Background: an optimization exercise with open tools, aiming at small area and a short achievable clock period. Do not read the settings as production practice.
Function was checked by simulation only, so behaviour that the tests miss may differ from the original.

==> module div, before the edit <==
module div (input logic [31:0] a, b, output logic [31:0] q, r);
	wire sa = a[31];
	wire sb = b[31];
	wire bz = ~|b;
	wire [31:0] n = sa ? -a : a;
	wire [31:0] d = sb ? -b : b;
	wire [7:0] nz;                        
	wire [15:0] nlz;                      
	genvar g;
	generate
		for (g = 0; g < 8; g = g + 1) begin : nib
			wire [3:0] v = d[4*g+3:4*g];
			assign nz[g] = |v;
			assign nlz[2*g+1:2*g] = v[3] ? 2'd0 : v[2] ? 2'd1 : v[1] ? 2'd2 : 2'd3;
		end
	endgenerate
	reg [2:0] nsel;                       
	always_comb begin
		casez (nz)
			8'b1???????: nsel = 3'd0;
			8'b01??????: nsel = 3'd1;
			8'b001?????: nsel = 3'd2;
			8'b0001????: nsel = 3'd3;
			8'b00001???: nsel = 3'd4;
			8'b000001??: nsel = 3'd5;
			8'b0000001?: nsel = 3'd6;
			default:     nsel = 3'd7;
		endcase
	end
	wire [2:0] nidx = 3'd7 - nsel;
	wire [1:0] lzn = nlz[2*nidx +: 2];
	wire [4:0] s = {nsel, lzn};
	wire [31:0] dsh = d << s;
	wire [31:0] dn = {1'b1, dsh[30:0]};
	wire [63:0] nn = {32'b0, n} << s;
	logic [33:0] S [0:32];
	logic [33:0] C [0:32];
	logic [32:0] pos, ng;               
	logic [31:0] qp, qn;
	assign S[0] = {2'b00, nn[63:32]};
	assign C[0] = 34'b0;
	assign pos[0] = 1'b1;               
	assign ng[0] = 1'b0;
	wire [4:0] zp = {2'b11, 1'b0, ~dn[30:29]};    
	wire [4:0] zn = {2'b00, 1'b1, dn[30:29]};     
	genvar j;
	generate
		for (j = 0; j < 32; j = j + 1) begin : step
			wire [3:0] est = S[j][33:30] + C[j][33:30];
			wire pos_s = ~est[3];
			wire ng_s = est[3] & ~&est[2:0];
			wire [33:0] x = {S[j][32:0], nn[31-j]};
			wire [33:0] y = {C[j][32:0], pos_s};
			wire [33:0] zf = pos[j] ? {2'b11, ~dn} : ng[j] ? {2'b00, dn} : 34'b0;
			wire [33:0] zs = pos_s ? {2'b11, ~dn} : ng_s ? {2'b00, dn} : 34'b0;
			wire [33:0] z = {zf[33:27], zs[26:0]};
			assign S[j+1] = x ^ y ^ z;
			wire [33:0] cy = (x & y) | (x & z) | (y & z);
			assign C[j+1] = {cy[32:0], 1'b0};
			assign qp[31-j] = (j == 31) ? pos[j] : pos_s;
			assign qn[31-j] = (j == 31) ? ng[j] : ng_s;
			wire [4:0] xt = S[j][32:28];
			wire [4:0] yt = C[j][32:28];
			wire p_p, n_p, p_n, n_n, p_z, n_z;
			srt_sel sel_p(xt, yt, zp, p_p, n_p);
			srt_sel sel_n(xt, yt, zn, p_n, n_n);
			srt_sel sel_z(xt, yt, 5'b0, p_z, n_z);
			assign pos[j+1] = pos[j] ? p_p : ng[j] ? p_n : p_z;
			assign ng[j+1]  = pos[j] ? n_p : ng[j] ? n_n : n_z;
		end
	endgenerate
	wire [33:0] sf = S[32];
	wire [33:0] cf = C[32];
	wire [33:0] a0 = sf + cf;                           
	wire neg = a0[33];
	wire [33:0] a1 = sf + cf + {2'b00, dn};             
	wire [33:0] na0 = ~sf + ~cf + 34'd2;                
	wire [33:0] na1 = ~sf + ~cf + {2'b11, ~dn} + 34'd3;  
	wire [33:0] rs = sa ? (neg ? na1 : na0) : (neg ? a1 : a0);
	wire [33:0] rsh = $signed(rs) >>> s;
	wire qs = sa ^ sb;
	wire [31:0] qx = qs ? qn : qp;
	wire [31:0] qy = qs ? qp : qn;
	wire [31:0] h0 = qx + ~qy + 32'd1;
	wire [31:0] h1 = qx + ~qy + {30'b0, qs, 1'b0};
	assign q = bz ? 32'hffffffff : neg ? h1 : h0;
	assign r = bz ? a : rsh[31:0];
endmodule
clock: 150.0 ns
lec_check: 0
cap_margin: 20
core_margin: 2
core_utilization: 50
place_density: 0.62
slew_margin: 20
run.sh (not shown) runs the stock make flow with config.mk's settings and CLKGATE_MAP_FILE= SYNTH_SCRIPT=/design/flow/synth_recipe.tcl, a recipe that flattens the netlist after the stock synthesis.
Rerun with:
--- a/flow/design.v
+++ b/flow/design.v
@@ -81,11 +81,18 @@
 	wire [33:0] rsh = $signed(rs) >>> s;
 	wire qs = sa ^ sb;
 	wire [31:0] qx = qs ? qn : qp;
 	wire [31:0] qy = qs ? qp : qn;
-	wire [31:0] h0 = qx + ~qy + 32'd1;
-	wire [31:0] h1 = qx + ~qy + {30'b0, qs, 1'b0};
-	assign q = bz ? 32'hffffffff : neg ? h1 : h0;
+	wire [23:0] u0 = qx[31:8] + ~qy[31:8];
+	wire [23:0] u1 = qx[31:8] + ~qy[31:8] + 24'd1;
+	wire [23:0] u2 = qx[31:8] + ~qy[31:8] + 24'd2;
+	wire [9:0] l0 = {2'b0, qx[7:0]} + {2'b0, ~qy[7:0]};
+	wire [9:0] l1 = {2'b0, qx[7:0]} + {2'b0, ~qy[7:0]} + 10'd1;
+	wire [9:0] l2 = {2'b0, qx[7:0]} + {2'b0, ~qy[7:0]} + 10'd2;
+	wire [31:0] q0 = {l0[8] ? u1 : u0, l0[7:0]};
+	wire [31:0] q1 = {l1[8] ? u1 : u0, l1[7:0]};
+	wire [31:0] q2 = {l2[9] ? u2 : l2[8] ? u1 : u0, l2[7:0]};
+	assign q = bz ? 32'hffffffff : neg ? (qs ? q2 : q0) : q1;
 	assign r = bz ? a : rsh[31:0];
 endmodule
 module srt_sel (input logic [4:0] x, y, z, output logic p, n);
 	wire [3:0] s = x[4:1] ^ y[4:1] ^ z[4:1];
Effect:
- global-route usage goes up by 1.4 points
- cell area barely changes
- final cell count goes up by 2.4%
- synthesized area stays flat
- worst hold slack is worse by 0.0096 ns
- die area stays flat
- routed wire length goes up by 3.3%

## what the ideal ports hide
In the flow no input, the clock included, has a driving cell. The finished layouts below were timed again as built, in two steps.
Step 1 sets driving cells, clkbuf_16 on the clock port and buf_2 on the other inputs (assumed; they add their load-dependent delay and slew).
Step 2 moves the port delays by t, midway between the first and last clock arrival at a register: inputs arrive t later, outputs are due t later. That takes back most of the time a late clock gives input paths.
Three values: ideal, step 1, step 2; two values: the first two.
run	t (ns)	slack for setup (ns)	worst hold slack (ns)	worst data-port slew with drivers (ns)
the first run	0.839	37.702 / 37.754 / 36.915	0.352 / 0.352 / 0.352	0.19
the second run	0.854	38.407 / 38.299 / 37.445	0.342 / 0.342 / 0.342	0.36
After both steps setup and hold are still met in every run listed. The setup slack of the second run, which loses most, moves by -0.108 ns with the drivers and by -0.962 ns with both steps.
